Source: an optimization exercise on an open RTL-to-GDS flow (aim: small area). Production flows keep margins and buffers that such runs may drop.
In this exercise RTL edits were held to simulation tests only and were not proved equivalent to the original.
Power figures rest on the tool's default switching activity, not on a simulated workload.

## old
Design riscv_cpu, start of the top module:
module riscv_cpu (
    input wire clk,
    input wire rst,
    input wire [31:0] module_instr_in,
    input wire [31:0] module_read_data_in,
    output wire [31:0] module_pc_out,
    output wire [31:0] module_wr_data_out,
    output wire module_mem_wr_en,
    output wire module_mem_rd_en,
    output wire [31:0] module_read_addr,
    output wire [31:0] module_write_addr,
    output wire [3:0] module_write_byte_enable,
    output wire [2:0] module_load_type,
    input wire timer_interrupt,
    input wire software_interrupt,
    input wire external_interrupt,
    input wire icache_stall,
    output wire fence_i_signal
);
For scale: ~5200 cells after synthesis, ~210 I/O pins.
export LEC_CHECK = 0
export CAP_MARGIN = 20
export CORE_MARGIN = 2
export CORE_UTILIZATION = 30
export PLACE_DENSITY = 0.85
export SLEW_MARGIN = 20
export SYNTH_HIERARCHICAL = 1
create_clock -name core_clock -period 10.0 [get_ports {clk}]
standard.sh (not shown) runs the stock make flow with config.mk's settings and CLKGATE_MAP_FILE= SYNTH_SCRIPT=/design/flow/synth_recipe.tcl, a recipe that flattens the netlist after the stock synthesis.
==> flow/flow/run.sh <==
#!/bin/bash
# The standard layout (the standard.sh, standard synthesis unchanged) with
# two changes after synthesis:
#  - port buffers use the smallest buffer cell instead of clkdlybuf4s50_1;
#  - CTS uses clkbuf_8, clusters up to 16 sinks within 50 um, and inserts no dummy loads.
# The make output of every step goes to run_std.log here; each ORFS tool keeps
# its own log under orfs/logs/.
set -euo pipefail
bash standard.sh \
  "BUFFER_PORTS_ARGS=-buffer_cell sky130_fd_sc_hd__buf_1" \
  "CTS_ARGS=-sink_clustering_enable -repair_clock_nets -sink_clustering_size 16 -sink_clustering_max_diameter 50 -dont_use_dummy_load -buf_list sky130_fd_sc_hd__clkbuf_8" \
  finish > run_std.log 2>&1
For new, these inputs were changed with respect to old:
- SLEW_MARGIN now 10, was 20
- PLACE_DENSITY now 0.75, was 0.85
- CAP_MARGIN now 10, was 20
Taking old as the reference, in new utilization now sits at about the same level; total power draw level; area of combinational cells with multiple inputs comparable. Setup WNS old -> new: better. Looking at ratio of final minimum period to clock period, new sits 5.6 points lower than old does. When new is set beside old, its number of DRC markers in iteration 0 turns out to be 1264 smaller. Relative to old, global routing usage on met2 increased by 0.36 points in new. Compared old against new; sequential share of cell area within noise. Logic depth of the worst path, buffers included sits lower in new than in old.

riscv_cpu, a different RTL version from the one above (not shown whole).
Size in the first run: about 5300 cells after synthesis, ~210 I/O pins, about 72000 um^2 of cells after synthesis.
==> flow/config.mk <==
export PLATFORM = sky130hd
export DESIGN_NAME = riscv_cpu
export DESIGN_NICKNAME = riscv_cpu
export VERILOG_FILES = /design/flow/design.v
export SDC_FILE = /design/flow/constraint.sdc
export NUM_CORES = 4
export LEC_CHECK = 0
export CAP_MARGIN = 10
export CORE_MARGIN = 2
export CORE_UTILIZATION = 30
export SLEW_MARGIN = 10
export SYNTH_HIERARCHICAL = 1
==> flow/constraint.sdc <==
create_clock -name core_clock -period 10.0 [get_ports {clk}]
set_input_delay 2.0000 -clock core_clock [delete_from_list [all_inputs] [get_ports {clk}]]
set_output_delay 2.0000 -clock core_clock [all_outputs]
set_load 0.01 [all_outputs]
==> flow/flow/run.sh <==
#!/bin/bash
# The standard layout (the standard.sh, standard synthesis unchanged) with
# two changes after synthesis:
#  - port buffers use the smallest buffer cell instead of clkdlybuf4s50_1;
#  - CTS clusters up to 30 sinks within 75 um and inserts no dummy loads.
# The make output of every step goes to run_std.log here; each ORFS tool keeps
# its own log under orfs/logs/.
set -euo pipefail
bash standard.sh \
  "BUFFER_PORTS_ARGS=-buffer_cell sky130_fd_sc_hd__buf_1" \
  "CTS_ARGS=-sink_clustering_enable -repair_clock_nets -sink_clustering_size 30 -sink_clustering_max_diameter 75 -dont_use_dummy_load" \
  finish > run_std.log 2>&1
Next try:
--- a/flow/flow/run.sh
+++ b/flow/flow/run.sh
@@ -10,3 +10,3 @@
   "BUFFER_PORTS_ARGS=-buffer_cell sky130_fd_sc_hd__buf_1" \
-  "CTS_ARGS=-sink_clustering_enable -repair_clock_nets -sink_clustering_size 30 -sink_clustering_max_diameter 75 -dont_use_dummy_load" \
+  "CTS_ARGS=-sink_clustering_enable -repair_clock_nets -sink_clustering_size 16 -sink_clustering_max_diameter 50 -dont_use_dummy_load -buf_list sky130_fd_sc_hd__clkbuf_8" \
   finish > run_std.log 2>&1
Effect:
- synthesized cell count stays the same
- sequential share of layout area came out higher by 0.10 points
- sequential cell count does not change
- critical path depth does not change
- cell count came out higher slightly
- fmax hardly moves
- total power came out lower slightly
- wire length came out higher slightly
- non-clock buffer count stays the same

## separate check: timing with driven ports
The results above use ideal ports. As a check the final layouts listed here were re-extracted and re-timed, cells and wires unchanged. Step 1 assumes that a clkbuf_16 drives the clock port and a buf_2 every other input. Step 2, shift: input delay + t, output delay - t, t = (earliest + latest rising clock arrival at the registers) / 2. This alone moves slack from input paths to output paths. Slacks: ideal / step 1 / step 2; pairs: ideal / step 1.
run | t, ns | slack for setup (ns) | clock arrival spread, ns | worst register clock-pin slew, ns | worst slew at a driven data input, ns
old | 0.980 | 0.308 / 0.308 / 0.308 | 0.158 / 0.158 | 0.11 / 0.11 | 0.11
new | 0.946 | 0.867 / 0.867 / 0.867 | 0.182 / 0.181 | 0.11 / 0.11 | 0.11
the first run of note 2 | 0.837 | 0.685 / 0.685 / 0.685 | 0.155 / 0.155 | 0.12 / 0.12 | 0.14
the second run of note 2 | 1.000 | 0.707 / 0.707 / 0.707 | 0.171 / 0.171 | 0.11 / 0.11 | 0.14
After both steps setup and hold are still met in every run listed.
